Context: an optimization exercise on an open-source flow, tuned for small area. The choices shown serve that exercise and are no tape-out recipe. Only simulation tests tie the RTL to the original design; equivalence was not proved. Power figures rest on the tool's default switching activity, not on a simulated workload.

$ cat flow/config.mk
export PLATFORM = sky130hd
export DESIGN_NAME = rvsteel_core
export DESIGN_NICKNAME = rvsteel_core
export VERILOG_FILES = /design/flow/design.v
export SDC_FILE = /design/flow/constraint.sdc
export NUM_CORES = 4
export LEC_CHECK = 0
export CAP_MARGIN = 10
export CORE_MARGIN = 2
export CORE_UTILIZATION = 42
export PLACE_DENSITY = 0.48
export SETUP_SLACK_MARGIN = 0.1
export SLEW_MARGIN = 10
export SYNTH_HIERARCHICAL = 1
export SYNTH_MINIMUM_KEEP_SIZE = 0
$ cat flow/constraint.sdc
create_clock -name core_clock -period 20.0 [get_ports {clock}]
set_input_delay 4.0000 -clock core_clock [delete_from_list [all_inputs] [get_ports {clock}]]
set_output_delay 4.0000 -clock core_clock [all_outputs]
set_load 0.01 [all_outputs]
$ cat flow/design.v
`timescale 1ns / 1ps
module rvsteel_core #(
  parameter     [31:0]  BOOT_ADDRESS = 32'h00000000
  ) (
  input  wire           clock,
  input  wire           reset,
  input  wire           halt,
  output wire   [31:0]  rw_address,
  input  wire   [31:0]  read_data,
  output wire           read_request,
  input  wire           read_response,
  output wire   [31:0]  write_data,
  output wire   [3:0 ]  write_strobe,
  output wire           write_request,
  input  wire           write_response,
  input  wire           irq_external,
  output wire           irq_external_response,
  input  wire           irq_timer,
  output wire           irq_timer_response,
  input  wire           irq_software,
  output wire           irq_software_response,
  input  wire   [15:0]  irq_fast,
  output wire   [15:0]  irq_fast_response,
  input  wire   [63:0]  real_time_clock
  );
  localparam NOP_INSTRUCTION      = 32'h00000013;
  localparam OPCODE_OP            = 7'b0110011;
  localparam OPCODE_OP_IMM        = 7'b0010011;
  localparam OPCODE_LOAD          = 7'b0000011;
  localparam OPCODE_STORE         = 7'b0100011;
  localparam OPCODE_BRANCH        = 7'b1100011;
  localparam OPCODE_JAL           = 7'b1101111;
  localparam OPCODE_JALR          = 7'b1100111;
  localparam OPCODE_LUI           = 7'b0110111;
  localparam OPCODE_AUIPC         = 7'b0010111;
  localparam OPCODE_MISC_MEM      = 7'b0001111;
  localparam OPCODE_SYSTEM        = 7'b1110011;
  reg           reset_reg;
  wire          reset_internal;
  wire          clock_enable;
  reg           prev_load_request;
  reg           prev_read_request;
  reg           prev_write_request;
  reg   [31:0]  prev_rw_address;
  reg   [31:0]  prev_write_data;
  reg   [3:0 ]  prev_write_strobe;
  reg   [31:0]  prev_instruction;
  reg           state_reset;
  reg           state_trap_taken;
  reg           state_trap_return;
  wire          state_operating;
  wire          flush;
  reg   [31:1]  program_counter;
  always @(posedge clock)
    reset_reg <= reset;
  assign reset_internal = reset | reset_reg;
  assign clock_enable = !( halt                |
    (prev_read_request   & !read_response    ) |
    (prev_write_request  & !write_response   ) );
  wire          load_commit_cycle  = prev_load_request  & read_response;
  wire          store_commit_cycle = prev_write_request & write_response;
  wire  [31:0]  instruction =
    flush ?
    NOP_INSTRUCTION :
    (!clock_enable | load_commit_cycle | store_commit_cycle) ?
      prev_instruction :
      read_data;
  always @(posedge clock)
    prev_instruction <= reset_internal ? NOP_INSTRUCTION : instruction;
  wire  [6:0 ]  opcode     = instruction[6:0];
  wire  [2:0 ]  funct3     = instruction[14:12];
  wire  [6:0 ]  funct7     = instruction[31:25];
  wire  [4:0 ]  rd_address = instruction[11:7];
  wire  [4:0 ]  rs1_address = instruction[19:15];
  wire  [4:0 ]  rs2_address = instruction[24:20];
  wire  [11:0]  csr_address = instruction[31:20];
  wire branch_type   = opcode == OPCODE_BRANCH;
  wire jal_type      = opcode == OPCODE_JAL;
  wire jalr_type     = opcode == OPCODE_JALR;
  wire auipc_type    = opcode == OPCODE_AUIPC;
  wire lui_type      = opcode == OPCODE_LUI;
  wire load_type     = opcode == OPCODE_LOAD;
  wire store_type    = opcode == OPCODE_STORE;
  wire system_type   = opcode == OPCODE_SYSTEM;
  wire op_type       = opcode == OPCODE_OP;
  wire op_imm_type   = opcode == OPCODE_OP_IMM;
  wire misc_mem_type = opcode == OPCODE_MISC_MEM;
  wire funct7_zero   = funct7 == 7'b0000000;
  wire funct7_alt    = funct7 == 7'b0100000;
  wire legal_op =
    funct7_zero | (funct7_alt & (funct3 == 3'b000 | funct3 == 3'b101));
  wire legal_op_imm =
    (funct3[1:0] != 2'b01) |
    funct7_zero |
    (funct7_alt & funct3[2]);
  wire rs1_rd_zero = rs1_address == 5'b00000 & rd_address == 5'b00000;
  wire csrxxx = system_type & funct3[1:0] != 2'b00;
  wire system_zero = system_type & funct3 == 3'b000 & rs1_rd_zero;
  wire ecall  = system_zero & funct7_zero & rs2_address == 5'b00000;
  wire ebreak = system_zero & funct7_zero & rs2_address == 5'b00001;
  wire mret   = system_zero & funct7 == 7'b0011000 & rs2_address == 5'b00010;
  wire illegal_store  = store_type  & (funct3[2] | funct3[1:0] == 2'b11);
  wire illegal_load   = load_type   & (funct3 == 3'b011 | funct3[2:1] == 2'b11);
  wire illegal_jalr   = jalr_type   & funct3 != 3'b000;
  wire illegal_branch = branch_type & funct3[2:1] == 2'b01;
  wire illegal_op     = op_type     & ~legal_op;
  wire illegal_op_imm = op_imm_type & ~legal_op_imm;
  wire illegal_system = system_type & ~(csrxxx | ecall | ebreak | mret);
  wire unknown_type =
    ~(branch_type | jal_type | jalr_type | auipc_type | lui_type | load_type | store_type
    | system_type | op_type | op_imm_type | misc_mem_type);
  wire illegal_instruction =
    unknown_type | illegal_store | illegal_load | illegal_jalr | illegal_branch | illegal_op
    | illegal_op_imm | illegal_system;
  wire load  = load_type  & ~illegal_load;
  wire store = store_type & ~illegal_store;
  wire integer_file_write_request =
    lui_type | auipc_type | jalr_type | jal_type | op_type | op_imm_type | load_type | csrxxx;
  reg   [31:0]  integer_file [31:1];
  reg   [31:0]  rs1_data;
  reg   [31:0]  rs2_data;
  reg   [31:0]  writeback_data;
  wire          load_pending;
  wire integer_file_write_enable =
    clock_enable & integer_file_write_request & !flush & !load_pending;
  wire [31:0] integer_file_write_data =
    writeback_data & {32{~reset_internal}};
  genvar ireg;
  generate
    for (ireg = 1; ireg < 32; ireg = ireg + 1) begin : integer_file_regs
      wire enable = reset_internal | (integer_file_write_enable & (rd_address == ireg));
      always @(posedge clock)
        if (enable)
          integer_file[ireg] <= integer_file_write_data;
    end
  endgenerate
  wire  [32:0]  rs1_select;
  wire  [32:0]  rs2_select;
  assign rs1_select[0]  = 1'b0;
  assign rs2_select[0]  = 1'b0;
  assign rs1_select[32] = 1'b0;
  assign rs2_select[32] = 1'b0;
  genvar isel, ibitr, igrp;
  generate
    for (isel = 1; isel < 32; isel = isel + 1) begin : read_select
      assign rs1_select[isel] = rs1_address == isel;
      assign rs2_select[isel] = rs2_address == isel;
    end
    for (ibitr = 0; ibitr < 32; ibitr = ibitr + 1) begin : read_bits
      wire [10:0] rs1_group_n;
      wire [10:0] rs2_group_n;
      for (igrp = 0; igrp < 10; igrp = igrp + 1) begin : groups
        wire data0 = integer_file[3*igrp+1][ibitr];
        wire data1 = integer_file[3*igrp+2][ibitr];
        wire data2 = integer_file[3*igrp+3][ibitr];
        rvsteel_core_aoi222 rs1_group (
          .a0(data0), .s0(rs1_select[3*igrp+1]),
          .a1(data1), .s1(rs1_select[3*igrp+2]),
          .a2(data2), .s2(rs1_select[3*igrp+3]),
          .y(rs1_group_n[igrp]));
        rvsteel_core_aoi222 rs2_group (
          .a0(data0), .s0(rs2_select[3*igrp+1]),
          .a1(data1), .s1(rs2_select[3*igrp+2]),
          .a2(data2), .s2(rs2_select[3*igrp+3]),
          .y(rs2_group_n[igrp]));
      end
      assign rs1_group_n[10] = ~(integer_file[31][ibitr] & rs1_select[31]);
      assign rs2_group_n[10] = ~(integer_file[31][ibitr] & rs2_select[31]);
      always @* begin
        rs1_data[ibitr] = ~&rs1_group_n;
        rs2_data[ibitr] = ~&rs2_group_n;
      end
    end
  endgenerate
  wire  [31:0]  immediate_i_type = {{20{instruction[31]}}, instruction[31:20]};
  wire  [31:0]  immediate_s_type = {{20{instruction[31]}}, instruction[31:25], instruction[11:7]};
  wire  [31:0]  immediate_b_type = {{20{instruction[31]}}, instruction[7], instruction[30:25],
                                    instruction[11:8], 1'b0};
  wire  [31:0]  immediate_u_type = {instruction[31:12], 12'h000};
  wire  [31:0]  immediate_j_type = {{12{instruction[31]}}, instruction[19:12], instruction[20],
                                    instruction[30:21], 1'b0};
  reg   [31:0]  target_immediate;
  always @* begin
    if (store_type)
      target_immediate = immediate_s_type;
    else if (branch_type)
      target_immediate = immediate_b_type;
    else if (jal_type)
      target_immediate = immediate_j_type;
    else if (lui_type | auipc_type)
      target_immediate = immediate_u_type;
    else
      target_immediate = immediate_i_type;
  end
  wire target_from_rs1 = load_type | store_type | jalr_type;
  wire  [31:0]  target_base =
    target_from_rs1 ? rs1_data :
    lui_type        ? 32'h00000000 :
                      {program_counter, 1'b0};
  wire  [31:0]  target_address_adder = target_base + target_immediate;
  wire  [31:1]  program_counter_plus_4;
  wire  [31:2]  pc_carry;
  assign pc_carry[2] = 1'b1;
  assign program_counter_plus_4[1] = program_counter[1];
  genvar ipc;
  generate
    for (ipc = 2; ipc < 32; ipc = ipc + 1) begin : pc_increment
      assign program_counter_plus_4[ipc] = program_counter[ipc] ^ pc_carry[ipc];
      if (ipc < 31) begin : carry
        assign pc_carry[ipc + 1] = pc_carry[ipc] & program_counter[ipc];
      end
    end
  endgenerate
  wire  [31:0]  alu_2nd_operand = opcode[5] ? rs2_data : immediate_i_type;
  wire alu_subtract = opcode[6] | (funct3 != 3'b000) | (opcode[5] & instruction[30]);
  wire  [32:0]  alu_sum =
    {1'b0, rs1_data} + {1'b0, alu_2nd_operand ^ {32{alu_subtract}}} + {32'b0, alu_subtract};
  wire alu_sltu_result = ~alu_sum[32];
  wire alu_slt_result  =
    rs1_data[31] ^ alu_2nd_operand[31] ? rs1_data[31] : alu_sltu_result;
  wire alu_equal       = alu_sum[31:0] == 32'h00000000;
  wire          shift_left  = ~funct3[2];
  wire          shift_arith = instruction[30] & rs1_data[31];
  wire  [31:0]  shift_input;
  wire  [31:0]  shift_output;
  wire  [31:0]  shift_output_reversed;
  genvar ibit;
  generate
    for (ibit = 0; ibit < 32; ibit = ibit + 1) begin : shift_reverse
      assign shift_input[ibit] = shift_left ? rs1_data[31 - ibit] : rs1_data[ibit];
      assign shift_output_reversed[ibit] = shift_output[31 - ibit];
    end
  endgenerate
  wire  [32:0]  shift_extended = {shift_arith & ~shift_left, shift_input};
  assign shift_output = $signed(shift_extended) >>> alu_2nd_operand[4:0];
  reg   [31:0]  alu_output;
  always @* begin
    case (funct3)
      3'b000: alu_output = alu_sum[31:0];
      3'b001: alu_output = shift_output_reversed;
      3'b010: alu_output = {31'b0, alu_slt_result};
      3'b011: alu_output = {31'b0, alu_sltu_result};
      3'b100: alu_output = rs1_data ^ alu_2nd_operand;
      3'b101: alu_output = shift_output;
      3'b110: alu_output = rs1_data | alu_2nd_operand;
      3'b111: alu_output = rs1_data & alu_2nd_operand;
    endcase
  end
  reg branch_condition_satisfied;
  always @* begin
    case (funct3)
      3'b000:  branch_condition_satisfied = alu_equal;
      3'b001:  branch_condition_satisfied = ~alu_equal;
      3'b100:  branch_condition_satisfied = alu_slt_result;
      3'b101:  branch_condition_satisfied = ~alu_slt_result;
      3'b110:  branch_condition_satisfied = alu_sltu_result;
      3'b111:  branch_condition_satisfied = ~alu_sltu_result;
      default: branch_condition_satisfied = 1'b0;
    endcase
  end
  wire take_branch =
    jal_type | (jalr_type & ~illegal_jalr) | (branch_type & branch_condition_satisfied);
  wire  [31:1]  next_address =
    take_branch ? target_address_adder[31:1] : program_counter_plus_4;
  reg           csr_mstatus_mie;
  reg           csr_mstatus_mpie;
  reg   [15:0]  csr_mie_mfie;
  reg           csr_mie_meie;
  reg           csr_mie_mtie;
  reg           csr_mie_msie;
  reg   [15:0]  csr_mip_mfip;
  reg           csr_mip_meip;
  reg           csr_mip_mtip;
  reg           csr_mip_msip;
  reg   [4:0 ]  csr_mcause_code;
  reg           csr_mcause_interrupt_flag;
  wire misaligned =
    (funct3[1:0] == 2'b10 & (target_address_adder[1] | target_address_adder[0])) |
    (funct3[1:0] == 2'b01 & target_address_adder[0]);
  wire misaligned_store = store & misaligned;
  wire misaligned_load  = load  & misaligned;
  wire misaligned_instruction_address = take_branch & target_address_adder[1];
  wire [15:0] fast_pending = csr_mie_mfie & csr_mip_mfip;
  wire interrupt_pending =
    (csr_mie_meie & csr_mip_meip) |
    (csr_mie_mtie & csr_mip_mtip) |
    (csr_mie_msie & csr_mip_msip) |
    (|fast_pending);
  wire exception_pending =
    illegal_instruction | misaligned_load | misaligned_store | misaligned_instruction_address;
  wire take_trap = (csr_mstatus_mie & interrupt_pending) | exception_pending | ecall | ebreak;
  assign flush = state_reset | state_trap_taken | state_trap_return;
  assign state_operating = ~flush;
  always @(posedge clock) begin
    if (reset_internal) begin
      state_reset       <= 1'b1;
      state_trap_taken  <= 1'b0;
      state_trap_return <= 1'b0;
    end
    else if (clock_enable | interrupt_pending) begin
      state_reset       <= 1'b0;
      state_trap_taken  <= state_operating & take_trap;
      state_trap_return <= state_operating & ~take_trap & mret;
    end
  end
  wire trap_response = state_trap_taken;
  assign irq_external_response = trap_response & csr_mcause_code == 5'd11;
  assign irq_timer_response    = trap_response & csr_mcause_code == 5'd7;
  assign irq_software_response = trap_response & csr_mcause_code == 5'd3;
  genvar ifast;
  generate
    for (ifast = 0; ifast < 16; ifast = ifast + 1) begin : fast_response
      assign irq_fast_response[ifast] = trap_response & csr_mcause_code == ifast + 16;
    end
  endgenerate
  assign load_pending      = load  & !load_commit_cycle;
  wire   store_pending     = store & !store_commit_cycle;
  wire load_request  = load  & ~misaligned & ~take_trap & ~load_commit_cycle;
  wire store_request = store & ~misaligned & ~take_trap & ~store_commit_cycle;
  wire  [31:0]  csr_mepc_value;
  wire  [31:0]  csr_mtvec_value;
  wire          trap_vectored = csr_mtvec_value[0] & csr_mcause_interrupt_flag;
  wire  [5:0 ]  trap_low_sum  = {1'b0, csr_mtvec_value[6:2]} + {1'b0, csr_mcause_code & {5{trap_vectored}}};
  wire  [31:7]  trap_high;
  wire  [32:7]  trap_carry;
  assign trap_carry[7] = trap_low_sum[5];
  genvar itrap;
  generate
    for (itrap = 7; itrap < 32; itrap = itrap + 1) begin : trap_increment
      assign trap_high[itrap]      = csr_mtvec_value[itrap] ^ trap_carry[itrap];
      assign trap_carry[itrap + 1] = csr_mtvec_value[itrap] & trap_carry[itrap];
    end
  endgenerate
  wire  [31:1]  trap_address = {trap_high, trap_low_sum[4:0], 1'b0};
  wire  [31:1]  next_program_counter =
    state_reset       ? BOOT_ADDRESS[31:1] :
    state_trap_taken  ? trap_address :
    state_trap_return ? csr_mepc_value[31:1] :
                        next_address;
  always @(posedge clock) begin
    if (reset_internal)
      program_counter <= BOOT_ADDRESS[31:1];
    else if (clock_enable & !load_pending & !store_pending)
      program_counter <= next_program_counter;
  end
  wire  [31:0]  rw_address_internal =
    load_request | store_request ?
    {target_address_adder[31:2], 2'b00} :
    {next_program_counter, 1'b0};
  reg   [31:0]  write_data_internal;
  reg   [3:0 ]  write_strobe_internal;
  always @* begin
    case (funct3[1:0])
      2'b00: begin
        write_data_internal   = {4{rs2_data[7:0]}};
        write_strobe_internal = 4'b0001 << target_address_adder[1:0];
      end
      2'b01: begin
        write_data_internal   = {2{rs2_data[15:0]}};
        write_strobe_internal = target_address_adder[1] ? 4'b1100 : 4'b0011;
      end
      default: begin
        write_data_internal   = rs2_data;
        write_strobe_internal = 4'b1111;
      end
    endcase
    if (!write_strobe_internal[0]) write_data_internal[7:0]   = 8'h00;
    if (!write_strobe_internal[1]) write_data_internal[15:8]  = 8'h00;
    if (!write_strobe_internal[2]) write_data_internal[23:16] = 8'h00;
    if (!write_strobe_internal[3]) write_data_internal[31:24] = 8'h00;
  end
  assign read_request =
    reset_internal ? 1'b0 : (clock_enable ? ~store_request : prev_read_request);
  assign write_request =
    reset_internal ? 1'b0 : (clock_enable ? store_request : prev_write_request);
  assign rw_address   = clock_enable ? rw_address_internal   : prev_rw_address;
  assign write_data   = clock_enable ? write_data_internal   : prev_write_data;
  assign write_strobe = clock_enable ? write_strobe_internal : prev_write_strobe;
  always @(posedge clock) begin
    if (reset_internal) begin
      prev_load_request  <= 1'b0;
      prev_read_request  <= 1'b0;
      prev_write_request <= 1'b0;
    end
    else if (clock_enable) begin
      prev_load_request  <= load_request;
      prev_read_request  <= read_request;
      prev_write_request <= write_request;
    end
  end
  always @(posedge clock) begin
    if (clock_enable) begin
      prev_rw_address    <= rw_address;
      prev_write_data    <= write_data;
      prev_write_strobe  <= write_strobe;
    end
  end
  wire  [7:0 ]  load_byte_data =
    target_address_adder[1] ?
      (target_address_adder[0] ? read_data[31:24] : read_data[23:16]) :
      (target_address_adder[0] ? read_data[15:8]  : read_data[7:0]);
  wire  [15:0]  load_half_data =
    target_address_adder[1] ? read_data[31:16] : read_data[15:0];
  reg   [31:0]  load_data;
  always @* begin
    case (funct3[1:0])
      2'b00:   load_data = {{24{~funct3[2] & load_byte_data[7]}}, load_byte_data};
      2'b01:   load_data = {{16{~funct3[2] & load_half_data[15]}}, load_half_data};
      default: load_data = read_data;
    endcase
  end
  reg   [63:0]  csr_mcycle;
  reg   [63:0]  csr_minstret;
  reg   [63:0]  csr_utime;
  reg   [31:0]  csr_mscratch;
  reg   [31:1]  csr_mepc;
  reg   [31:0]  csr_mcause;
  reg   [31:0]  csr_mtval;
  reg   [31:2]  csr_mtvec_base;
  reg           csr_mtvec_mode;
  reg   [31:0]  csr_data_out;
  assign csr_mepc_value  = {csr_mepc, 1'b0};
  assign csr_mtvec_value = {csr_mtvec_base, 1'b0, csr_mtvec_mode};
  wire  [31:0]  csr_mstatus = {19'b0, 2'b11, 3'b000, csr_mstatus_mpie, 3'b000, csr_mstatus_mie, 3'b000};
  wire  [31:0]  csr_mie = {csr_mie_mfie, 4'b0, csr_mie_meie, 3'b0, csr_mie_mtie, 3'b0, csr_mie_msie, 3'b0};
  wire  [31:0]  csr_mip = {csr_mip_mfip, 4'b0, csr_mip_meip, 3'b0, csr_mip_mtip, 3'b0, csr_mip_msip, 3'b0};
  wire  sel_cycle    = csr_address == 12'hC00 | csr_address == 12'hB00;
  wire  sel_cycleh   = csr_address == 12'hC80 | csr_address == 12'hB80;
  wire  sel_time     = csr_address == 12'hC01;
  wire  sel_timeh    = csr_address == 12'hC81;
  wire  sel_instret  = csr_address == 12'hC02 | csr_address == 12'hB02;
  wire  sel_instreth = csr_address == 12'hC82 | csr_address == 12'hB82;
  wire  sel_mtvec    = csr_address == 12'h305;
  wire  sel_mscratch = csr_address == 12'h340;
  wire  sel_mepc     = csr_address == 12'h341;
  wire  sel_mcause   = csr_address == 12'h342;
  wire  sel_mtval    = csr_address == 12'h343;
  wire  [31:0]  csr_small_out =
    ({32{csr_address == 12'hF12}} & 32'h00000018) |
    ({32{csr_address == 12'hF13}} & 32'h00000006) |
    ({32{csr_address == 12'h301}} & 32'h40000100) |
    ({32{csr_address == 12'h300}} & csr_mstatus)  |
    ({32{csr_address == 12'h304}} & csr_mie)      |
    ({32{csr_address == 12'h344}} & csr_mip);
  genvar icsr;
  generate
    for (icsr = 0; icsr < 32; icsr = icsr + 1) begin : csr_read_bits
      wire [3:0] group_n;
      rvsteel_core_aoi222 group0 (
        .a0(csr_mcycle[icsr]),        .s0(sel_cycle),
        .a1(csr_mcycle[32+icsr]),     .s1(sel_cycleh),
        .a2(csr_utime[icsr]),         .s2(sel_time),
        .y(group_n[0]));
      rvsteel_core_aoi222 group1 (
        .a0(csr_utime[32+icsr]),      .s0(sel_timeh),
        .a1(csr_minstret[icsr]),      .s1(sel_instret),
        .a2(csr_minstret[32+icsr]),   .s2(sel_instreth),
        .y(group_n[1]));
      rvsteel_core_aoi222 group2 (
        .a0(csr_mtvec_value[icsr]),   .s0(sel_mtvec),
        .a1(csr_mscratch[icsr]),      .s1(sel_mscratch),
        .a2(csr_mepc_value[icsr]),    .s2(sel_mepc),
        .y(group_n[2]));
      rvsteel_core_aoi221 group3 (
        .a0(csr_mcause[icsr]),        .s0(sel_mcause),
        .a1(csr_mtval[icsr]),         .s1(sel_mtval),
        .c(csr_small_out[icsr]),
        .y(group_n[3]));
      always @*
        csr_data_out[icsr] = ~&group_n;
    end
  endgenerate
  wire  [31:0]  csr_data_mask = funct3[2] ? {27'b0, rs1_address} : rs1_data;
  reg   [31:0]  csr_write_data;
  always @* begin
    case (funct3[1:0])
      2'b01:   csr_write_data = csr_data_mask;
      2'b10:   csr_write_data = csr_data_out |  csr_data_mask;
      default: csr_write_data = csr_data_out & ~csr_data_mask;
    endcase
  end
  wire csr_write = clock_enable & csrxxx & state_operating;
  wire write_mstatus  = csr_write & csr_address == 12'h300;
  wire write_mie      = csr_write & csr_address == 12'h304;
  wire write_mtvec    = csr_write & csr_address == 12'h305;
  wire write_mscratch = csr_write & csr_address == 12'h340;
  wire write_mepc     = csr_write & csr_address == 12'h341;
  wire write_mcause   = csr_write & csr_address == 12'h342;
  wire write_mtval    = csr_write & csr_address == 12'h343;
  wire write_mcycle   = csr_write & csr_address == 12'hB00;
  wire write_mcycleh  = csr_write & csr_address == 12'hB80;
  wire write_minstret = csr_write & csr_address == 12'hB02;
  wire write_minstreth= csr_write & csr_address == 12'hB82;
  wire  [31:0]  csr_write_data_or_zero = csr_write_data & {32{~reset_internal}};
  always @(posedge clock) begin
    if (reset_internal) begin
      csr_mstatus_mie   <= 1'b0;
      csr_mstatus_mpie  <= 1'b1;
    end
    else if (clock_enable) begin
      if (state_trap_return) begin
        csr_mstatus_mie   <= csr_mstatus_mpie;
        csr_mstatus_mpie  <= 1'b1;
      end
      else if (state_trap_taken) begin
        csr_mstatus_mpie  <= csr_mstatus_mie;
        csr_mstatus_mie   <= 1'b0;
      end
      else if (write_mstatus) begin
        csr_mstatus_mie   <= csr_write_data[3];
        csr_mstatus_mpie  <= csr_write_data[7];
      end
    end
  end
  always @(posedge clock) begin
    if (reset_internal | write_mie) begin
      csr_mie_mfie <= csr_write_data_or_zero[31:16];
      csr_mie_meie <= csr_write_data_or_zero[11];
      csr_mie_mtie <= csr_write_data_or_zero[7];
      csr_mie_msie <= csr_write_data_or_zero[3];
    end
  end
  always @(posedge clock) begin
    csr_mip_mfip <= irq_fast     & {16{~reset_internal}};
    csr_mip_meip <= irq_external & ~reset_internal;
    csr_mip_mtip <= irq_timer    & ~reset_internal;
    csr_mip_msip <= irq_software & ~reset_internal;
  end
  wire trap_now = clock_enable & take_trap;
  always @(posedge clock) begin
    if (reset_internal | trap_now | write_mepc)
      csr_mepc <= reset_internal ? 31'b0 :
                  take_trap ? program_counter : {csr_write_data[31:2], 1'b0};
  end
  always @(posedge clock) begin
    if (reset_internal | write_mscratch)
      csr_mscratch <= csr_write_data_or_zero;
  end
  always @(posedge clock) begin
    if (reset_internal | write_mtvec) begin
      csr_mtvec_base <= csr_write_data_or_zero[31:2];
      csr_mtvec_mode <= csr_write_data_or_zero[0];
    end
  end
  wire mcause_trap = clock_enable & state_trap_taken;
  always @(posedge clock) begin
    if (reset_internal | mcause_trap | write_mcause)
      csr_mcause <= reset_internal ? 32'b0 :
                    state_trap_taken ? {csr_mcause_interrupt_flag, 26'b0, csr_mcause_code} :
                    csr_write_data;
  end
  wire misaligned_address_exception =
    misaligned_load | misaligned_store | misaligned_instruction_address;
  always @(posedge clock) begin
    if (reset_internal | trap_now | write_mtval)
      csr_mtval <= reset_internal ? 32'b0 :
                   take_trap ? (misaligned_address_exception ? target_address_adder :
                                ebreak ? {program_counter, 1'b0} : 32'b0) :
                   csr_write_data;
  end
  wire  [31:0]  counter_write_data = csr_write_data | {32{reset_internal}};
  wire  [63:0]  mcycle_base = {
    (write_mcycleh | reset_internal) ? counter_write_data : csr_mcycle[63:32],
    (write_mcycle  | reset_internal) ? counter_write_data : csr_mcycle[31:0]};
  wire  [64:0]  mcycle_carry;
  wire  [64:0]  minstret_carry;
  assign mcycle_carry[0] = 1'b1;
  genvar icnt;
  generate
    for (icnt = 0; icnt < 64; icnt = icnt + 1) begin : counter_carry
      assign mcycle_carry[icnt + 1]   = mcycle_carry[icnt]   & mcycle_base[icnt];
      assign minstret_carry[icnt + 1] = minstret_carry[icnt] & minstret_base[icnt];
    end
  endgenerate
  always @(posedge clock)
    csr_mcycle <= mcycle_base ^ mcycle_carry[63:0];
  wire  [63:0]  minstret_base = {
    (write_minstreth | reset_internal) ? counter_write_data : csr_minstret[63:32],
    (write_minstret  | reset_internal) ? counter_write_data : csr_minstret[31:0]};
  always @(posedge clock)
    if (clock_enable | reset_internal)
      csr_minstret <= minstret_base ^ minstret_carry[63:0];
  assign minstret_carry[0] = state_operating | reset_internal;
  always @(posedge clock)
    csr_utime <= real_time_clock;
  reg   [4:0 ]  trap_code;
  reg           trap_interrupt;
  reg           trap_cause_valid;
  integer       ifp;
  always @* begin
    trap_cause_valid = 1'b1;
    trap_interrupt   = 1'b0;
    trap_code        = 5'd0;
    if (illegal_instruction)
      trap_code = 5'd2;
    else if (misaligned_instruction_address)
      trap_code = 5'd0;
    else if (ecall)
      trap_code = 5'd11;
    else if (ebreak)
      trap_code = 5'd3;
    else if (misaligned_store)
      trap_code = 5'd6;
    else if (misaligned_load)
      trap_code = 5'd4;
    else begin
      trap_interrupt = 1'b1;
      if (csr_mstatus_mie & |fast_pending) begin
        trap_code = 5'd31;
        for (ifp = 15; ifp >= 0; ifp = ifp - 1)
          if (fast_pending[ifp]) trap_code = 5'd16 + ifp;
      end
      else if (csr_mstatus_mie & csr_mie_meie & csr_mip_meip)
        trap_code = 5'd11;
      else if (csr_mstatus_mie & csr_mie_msie & csr_mip_msip)
        trap_code = 5'd3;
      else if (csr_mstatus_mie & csr_mie_mtie & csr_mip_mtip)
        trap_code = 5'd7;
      else
        trap_cause_valid = 1'b0;
    end
  end
  always @(posedge clock) begin
    if (clock_enable & state_operating & trap_cause_valid) begin
      csr_mcause_code           <= trap_code;
      csr_mcause_interrupt_flag <= trap_interrupt;
    end
    else if (reset_internal) begin
      csr_mcause_code           <= 5'b0;
      csr_mcause_interrupt_flag <= 1'b0;
    end
  end
  always @* begin
    if (op_type | op_imm_type)
      writeback_data = alu_output;
    else if (load_type)
      writeback_data = load_data;
    else if (jal_type | jalr_type)
      writeback_data = {program_counter_plus_4, 1'b0};
    else if (lui_type | auipc_type)
      writeback_data = target_address_adder;
    else
      writeback_data = csr_data_out;
  end
endmodule
module rvsteel_core_aoi222 (
  input  wire a0,
  input  wire s0,
  input  wire a1,
  input  wire s1,
  input  wire a2,
  input  wire s2,
  output wire y
  );
  assign y = ~((a0 & s0) | (a1 & s1) | (a2 & s2));
endmodule
module rvsteel_core_aoi221 (
  input  wire a0,
  input  wire s0,
  input  wire a1,
  input  wire s1,
  input  wire c,
  output wire y
  );
  assign y = ~((a0 & s0) | (a1 & s1) | c);
endmodule
$ cat flow/flow/run.sh
#!/bin/bash
# Standard layout, with two changes: clock tree synthesis with clkbuf_8 buffers
# and without dummy loads, and small buffers (buf_1) on the input and output ports.
set -e
export CTS_ARGS="-sink_clustering_enable -repair_clock_nets -dont_use_dummy_load -buf_list sky130_fd_sc_hd__clkbuf_8"
export BUFFER_PORTS_ARGS="-buffer_cell sky130_fd_sc_hd__buf_1"
bash standard.sh > standard.log 2>&1
$ cat flow/standard.sh
#!/bin/bash
# synth_recipe.tcl (not shown) runs the flow's synth.tcl, then flattens the netlist and writes it again
# the make line also repeats each setting of config.mk as NAME=value (left out here)
make -C /OpenROAD-flow-scripts/flow DESIGN_CONFIG=/design/flow/config.mk WORK_HOME=/design/flow/orfs CLKGATE_MAP_FILE= SYNTH_SCRIPT=/design/flow/synth_recipe.tcl "${@:-finish}"
==> results.yml, run 1 <==
pwr:
  leakage_uw: 0.0334
  powerDensity_nw_per_um2: 84.8
  ir_drop_mv: 0.0721
routing:
  routedWlPerCell_um: 42.9
  ant_nets: 0
  drc: 0
  vias_per_cell: 7.30
  vias: 69730
  firstDrtPassIters: 15
  drtIter0Drc: 14389
  wl_um: 410000
timing:
  slew_headroom: 0.112
  setup_violations: 0
  worstMarginPinSlew_ns: 1.33
  setup_tns_ns: 0
  fin_crit_ns: 19.48
  drv_slew: 0
  timing.fmax_ghz: 0.0513
  rsz0062_at_grt: "no"
  whs_ns: 0.495
  hold_viol: 0
  fin_worst_skew_ns: 0.123
  fin_crit_sh: 0.974
logic_synthesis:
  avgSynthCellArea_um2: 12.0
  synth_cells: 6443
  synth_cell_types: 97
  syn_area_um2: 77300
  ys_warn_count: 8
  ys_ff_latch: 1526
  ys.flop_type: "edfxtp_1"
  async_reset_ff_frac: 0
  ys_seq_area_frac: 0.564
  synth-edff-count: 1307
run:
  max-cap-violations: 0
final_layout:
  largest_reg_flops: 992
  final_area_um2: 88700
  layout.cells.most_common: "edfxtp_1"
  synthToLayoutAreaGrowth_pct: 14.7
  final_cell_mix: "1,307 x edfxtp_1, 738 x a222oi_1, 637 x nand2_1"
  final_util: 0.484
  max_flop_register: "integer_file"
  drive_gt1_frac: 0.144
  finalNetCount: 7514
critical_path:
  cp_slowest_stage_delay_ns: 0.89
  startpoint: "read_response"
  worst_setup_path_start_kind: "input pin"
  crit_fanout: 29
  worst_ep_required_time_ns: 16.00
  path_common_cell: "buf_4"
  crit_slowest_cell: "nor4b_1"
  crit_type: "input pin to output port"
  r2r-start: "state_trap_taken$_SDFFE_PN0P_"
  arrival_ns: 15.48
  end_kind: "output port"
hold_path:
  hold_start: "prev_instruction[1]$_SDFF_PN1_"
  hp-class: "flip-flop to flip-flop"
outcome:
  status: "no timing/DRC/antenna violations"
cts:
  clk_latency_ns: 1.07
  cts_resized: 0
  clock-sinks: 1526
  clk_pin_slew_ns: 0.05
  cts_hold_buf: 0
  cts-htree-levels: 5
  clockBufferDepth: 4
  cts_tree: "yes"
  post-cts-setup-buffers: 0
  cts_root_buf: "clkbuf_8"
  cts_made_buffers: 288
die:
  dieArea_um2: 188000
  initial_core_util: 0.422
  die_w_um: 433
  die_h_um: 433
  rows: 157
  core_um2: 183000
  io_pins: 209
global_route:
  antenna_found_initial: 30
  grt_start_max_net_pins: 131
  grt_usage: 0.426
  grt_pass1_wl_um: 550000
  grt.overflow.total: 0
  grt_pass1_vias: 66093
place:
  port_buffers: 208
  postPlaceCellArea_um2: 84700
  gp_congestion: 1.09
  hpwl_um: 294000
==> synthesized netlist by cell type, types with 28 or more instances <==
cell type	count	area, um2
edfxtp_1	1307	39200
a222oi_1	738	7390
nand2_1	642	2410
nor2_1	451	1690
o21ai_0	381	1910
ha_1	312	3900
a21oi_1	290	1450
clkbuf_1	256	961
dfxtp_1	219	4380
o211ai_1	186	1400
nand4_1	175	1090
inv_1	122	458
nor3_1	117	586
mux2i_1	92	921
xnor2_1	67	587
nand3_1	66	330
a2111o_1	61	687
a31oi_1	55	344
or3_1	53	332
a21o_1	52	390
a211oi_1	48	360
and2_1	43	269
nand2b_1	36	225
a22o_1	35	307
buf_1	34	128
a221oi_2	32	480
a22oi_1	32	240
o31ai_1	31	233
and3_1	28	175
o21a_1	28	210
==> final timing paths <==
check	end	slack [ns]	cells past startpoint
worst max-delay path	write_request	0.52	33
worst min-delay path	prev_instruction[1]$_SDFF_PN1_	0.49	2
worst max register to register	csr_minstret[63]$_DFFE_PP_	3.27	81
worst min register to register	prev_instruction[1]$_SDFF_PN1_	0.49	2
==> power by group <==
group          switching [uW]  internal, uW  leakage, uW
sequential                207          3850       0.0161
clock                    1250          1270      0.00207
combinational             698           250       0.0152
==> worst max-delay path, delay by kind of cell <==
kind,cells,cell delay (ns)
AOI/OAI and AO/OA,13,5.23
xor gates and xnor gates,2,0.36
adders and majority gates,1,0.60
buffers and inverters,7,1.73
and+or+nand+nor,10,3.47
==> area by class of cell <==
cell class	instances	area [um2]
inverters	125	472
flip-flops and latches	1526	43600
multi-input cells	4490	33300
well taps	2464	3080
repair buffers	648	4150
fillers	16690	94400
clock buffers	288	3960
diodes	14	35.0
==> cell families after synthesis <==
family                   count (synthesis)  share of synthesized area
AND/OR/NAND/NOR                       1710                      0.101
AO/OA/AOI/OAI                         2234                      0.230
buffers and inverters                  436                     0.0217
adder cells (fa/ha/maj)                315                     0.0513
multiplexers                           139                     0.0226
other                                    1                  0.0000485
XOR/XNOR                                82                    0.00929
flip-flops                            1526                      0.564
==> per-layer routing <==
metal  routed length (um)  global-route usage  up-vias
li1                     -                   -    28270
met1               141000               0.495    34590
met2               180000               0.651     5351
met3                46600               0.118     1493
met4                42800               0.364       26
met5                  180            0.000260        -
==> Yosys stat by module (local to each module, per instance) <==
module / flip-flops and latches / copies in the design / area (um2) / cells inside
rvsteel_core_aoi221: 0 / 32 / 15.0 / 1
rvsteel_core: 1526 / 1 / 69500 / 5675
rvsteel_core_aoi222: 0 / 736 / 10.0 / 1
==> through the flow <==
| stage | total power [uW] | std cells | setup WS (ns) |
|---|---|---|---|
| 2_1_floorplan | 4490 | 6452 | 0.141 |
| 3_3_place_gp | 5010 | 9253 | -0.145 |
| 3_5_place_dp | 5020 | 9253 | -0.0644 |
| 4_1_cts | 7510 | 9541 | 1.02 |
| 5_1_grt | 7730 | 9544 | 0.137 |
| 6_report | 7520 | 9555 | 0.522 |
==> inputs of run 2 (changes only) <==
==> flow/flow/run.sh (replaced) <==
#!/bin/bash
# Standard layout, with two changes: clock tree synthesis without dummy loads,
# and small buffers (buf_1) on the input and output ports.
set -e
export CTS_ARGS="-sink_clustering_enable -repair_clock_nets -dont_use_dummy_load"
export BUFFER_PORTS_ARGS="-buffer_cell sky130_fd_sc_hd__buf_1"
bash standard.sh > standard.log 2>&1
==> run 2 against run 1 <==
  * Die area unchanged
  * Largest cell class unchanged
  * Sequential power about the same
  * Maximum frequency rose by 1.5%
  * Power up 2.4%
  * Worst hold slack gained 0.00064 ns
  * Global-route usage is 0.22 points lower
  * Utilization up 0.19 points
  * First-iteration DRC count is 0.55% lower
  * Critical endpoint is now csr_minstret[63]$_DFFE_PP_
  * Non-clock buffer count up 4
==> results.yml, run 2 <==
die:
  dieArea_um2: 188000
  initial_core_util: 0.422
  io_pins: 209
  rows: 157
  core_um2: 183000
  die_w_um: 433
  die_h_um: 433
final_layout:
  max_flop_register: "integer_file"
  final_cell_count_no_fill: 9440
  fill_cells: 16569
  ff_latch_area_um2: 43600
  synthToLayoutAreaGrowth_pct: 15.1
  final_cell_mix: "1,307 x edfxtp_1, 738 x a222oi_1, 637 x nand2_1"
  drive_gt1_frac: 0.130
  multi_input_area_um2: 33300
  finalNetCount: 7400
  layout.cells.most_common: "edfxtp_1"
  largest_reg_flops: 992
pwr:
  leakage_uw: 0.0334
  powerDensity_nw_per_um2: 86.5
  ir_drop_mv: 0.0751
logic_synthesis:
  async_reset_ff_frac: 0
  syn_area_um2: 77300
  post-synth-top-area-cell: "edfxtp_1"
  yosysMostFrequentCell: "edfxtp_1"
  synth_cells: 6443
  synth_common_cells: "1,307 x edfxtp_1, 738 x a222oi_1, 642 x nand2_1"
  ys_ff_latch: 1526
  synth_top_area_share: 0.508
  ys_seq_area_frac: 0.564
  synth-edff-count: 1307
  ys_warn_count: 8
  avgSynthCellArea_um2: 12.0
  ys.flop_type: "edfxtp_1"
  synth_cell_types: 97
  synth.area.top_cells: "edfxtp_1 51%, a222oi_1 9.6%, dfxtp_1 5.7%, ha_1 5.0%, nand2_1 3.1%"
timing:
  whs_ns: 0.495
  slew_headroom: 0.0544
  layout_setup_ws_ns: 0.810
  timing.fmax_ghz: 0.0521
  drv_slew: 0
  fin_crit_ns: 19.19
  setup_tns_ns: 0
  worstMarginPinSlew_ns: 1.42
  hold_viol: 0
  fin_crit_sh: 0.960
  rsz0062_at_grt: "no"
  fin_worst_skew_ns: 0.0930
  setup_violations: 0
global_route:
  antenna_found_initial: 45
  grt_pass1_vias: 65054
  grt_start_max_net_pins: 131
  grt_usage: 0.424
  grt_pass1_wl_um: 547000
  grt.overflow.total: 0
place:
  gp_congestion: 1.09
  port_buffers: 208
  dp_cells: 9253
  pre_cts_ws_ns: -0.0644
  hpwl_um: 294000
routing:
  wl_um: 408000
  routedWlPerCell_um: 43.2
  drtIter0Drc: 14310
  vias: 69202
  ant_nets: 0
  vias_per_cell: 7.33
  firstDrtPassIters: 15
  drc: 0
critical_path:
  crit_family: "adder cells"
  worst_ep_required_time_ns: 20.56
  path_buf_inv: 5
  crit_type: "input pin to flip-flop"
  path_common_cell: "ha_1"
  cp_slowest_stage_delay_ns: 0.50
  worst_setup_path_start_kind: "input pin"
  end_kind: "flip-flop"
  crit_slowest_cell: "a2111o_1"
  crit_fanout: 31
  arrival_ns: 19.75
cts:
  cts_made_buffers: 170
  clk_pin_slew_ns: 0.05
  clockBufferDepth: 3
  cts-htree-levels: 4
  clock-sinks: 1526
  cts_hold_buf: 0
  cts_root_buf: "clkbuf_16"
  clk_latency_ns: 0.86
  cts_tree: "yes"
outcome:
  status: "no timing/DRC/antenna violations"
run:
  max-cap-violations: 0
hold_path:
  hp-class: "flip-flop to flip-flop"
run 2: changes by cell type in the layout (fill, tap and decap cells not counted), sizes merged:
cell / change
buf: +4
diode: -1
clkbuf: -118
run 2: layout make-up:
| type | count | area share |
|---|---|---|
| sequential | 1526 | 0.490 |
| multi-input combinational | 4490 | 0.375 |
| clock buffer | 170 | 0.0478 |
| timing repair buffer | 652 | 0.0471 |
| tap | 2464 | 0.0346 |
| inverter | 125 | 0.00530 |
| antenna | 13 | 0.000365 |
run 2: timing repair:
item                       CTS  global route
setup endpoints to repair    0             2
buffers inserted             0             4
gates resized for setup      0             4
run 2: final timing paths:
| check | cells past startpoint | end | slack, ns | start |
|---|---|---|---|---|
| worst min register to register | 2 | prev_instruction[1]$_SDFF_PN1_ | 0.50 | prev_instruction[1]$_SDFF_PN1_ |
| worst max-delay path | 83 | csr_minstret[63]$_DFFE_PP_ | 0.81 | read_response |
| worst max register to register | 78 | csr_minstret[63]$_DFFE_PP_ | 3.46 | state_trap_taken$_SDFFE_PN0P_ |
| worst min-delay path | 2 | prev_instruction[1]$_SDFF_PN1_ | 0.50 | prev_instruction[1]$_SDFF_PN1_ |
run 2: where the power goes:
part | internal [uW] | switching [uW]
Sequential | 3840 | 207
Combinational | 252 | 700
Clock | 1480 | 1220
Total | 5570 | 2120
run 2: per-layer routing:
| layer | part of all wire | vias up | wire, um | track usage |
|---|---|---|---|---|
| met5 | 0.00050 | - | 202 | 0 |
| met4 | 0.10 | 30 | 41900 | 0.348 |
| met3 | 0.11 | 1395 | 46200 | 0.116 |
| met2 | 0.44 | 5221 | 179000 | 0.652 |
| met1 | 0.34 | 34473 | 140000 | 0.496 |
| li1 | - | 28083 | - | - |
run 2: logic make-up (layout without fill, tap and decap cells):
| kind of cell | after synthesis | after routing | share of synthesized area |
|---|---|---|---|
| DFF | 1526 | 1526 | 0.564 |
| adders and majority gates | 315 | 315 | 0.0513 |
| AOI/OAI and AO/OA | 2234 | 2234 | 0.230 |
| muxes | 139 | 139 | 0.0226 |
| and+or+nand+nor | 1710 | 1710 | 0.101 |
| other | 1 | 23 | 0.0000485 |
| xor gates and xnor gates | 82 | 82 | 0.00929 |
| buffers and inverters | 436 | 947 | 0.0217 |
run 2: worst register-to-register path, delay by kind of cell (launching register included):
family | cells | cell delay [ns]
DFF | 1 | 0.31
xor gates and xnor gates | 1 | 0.12
adders and majority gates | 62 | 11.56
muxes | 1 | 0.18
buffers and inverters | 4 | 0.86
and+or+nand+nor | 5 | 1.74
AOI/OAI and AO/OA | 5 | 1.59
run 2: modules after synthesis, one instance, submodules excluded:
| module | cells inside | times used |
|---|---|---|
| rvsteel_core | 5675 | 1 |
| rvsteel_core_aoi222 | 1 | 736 |
| rvsteel_core_aoi221 | 1 | 32 |
run 2: stage by stage:
| step | total power (uW) | cell area, um2 | utilization |
|---|---|---|---|
| 6_report | 7700 | 89000 | 0.486 |
| 5_1_grt | 7890 | 89000 | 0.486 |
| 4_1_cts | 7680 | 88900 | 0.486 |
| 3_5_place_dp | 5020 | 84700 | 0.462 |
| 3_3_place_gp | 5010 | 84700 | 0.462 |
| 2_1_floorplan | 4490 | 77400 | - |

## port drivers added, routing unchanged
The flow's constraints put no driver on any port. The routed layouts listed below were extracted and timed again, unchanged, in two steps. Step 1 (the two cells are an assumption about what drives the block):
set clk [get_ports {clock}]
set_driving_cell -lib_cell sky130_fd_sc_hd__clkbuf_16 $clk
set_driving_cell -lib_cell sky130_fd_sc_hd__buf_2 [delete_from_list [all_inputs] $clk]
Step 2 adds t to the input delays and takes it off the output delays; t is the mean of the earliest and latest rising clock arrival at the registers after step 1. Input paths then give back, and output paths get back, about the clock's delay inside the block. Slacks: no drivers / after step 1 / after step 2; pairs: no drivers / after step 1.
| run | shift t [ns] | setup slack, ns | worst hold slack (ns) | latest minus earliest clock arrival (ns) |
|---|---|---|---|---|
| run 1 | 1.103 | 0.522 / 0.493 / -0.243 | 0.495 / 0.495 / 0.495 | 0.122 / 0.123 |
| run 2 | 0.915 | 0.810 / 0.861 / -0.033 | 0.495 / 0.495 / 0.495 | 0.093 / 0.093 |
Met with ideal ports but missed after step 2: setup timing in run 1 and run 2. The setup slack of run 2, which loses most, moves by +0.051 ns with the drivers and by -0.843 ns with both steps.
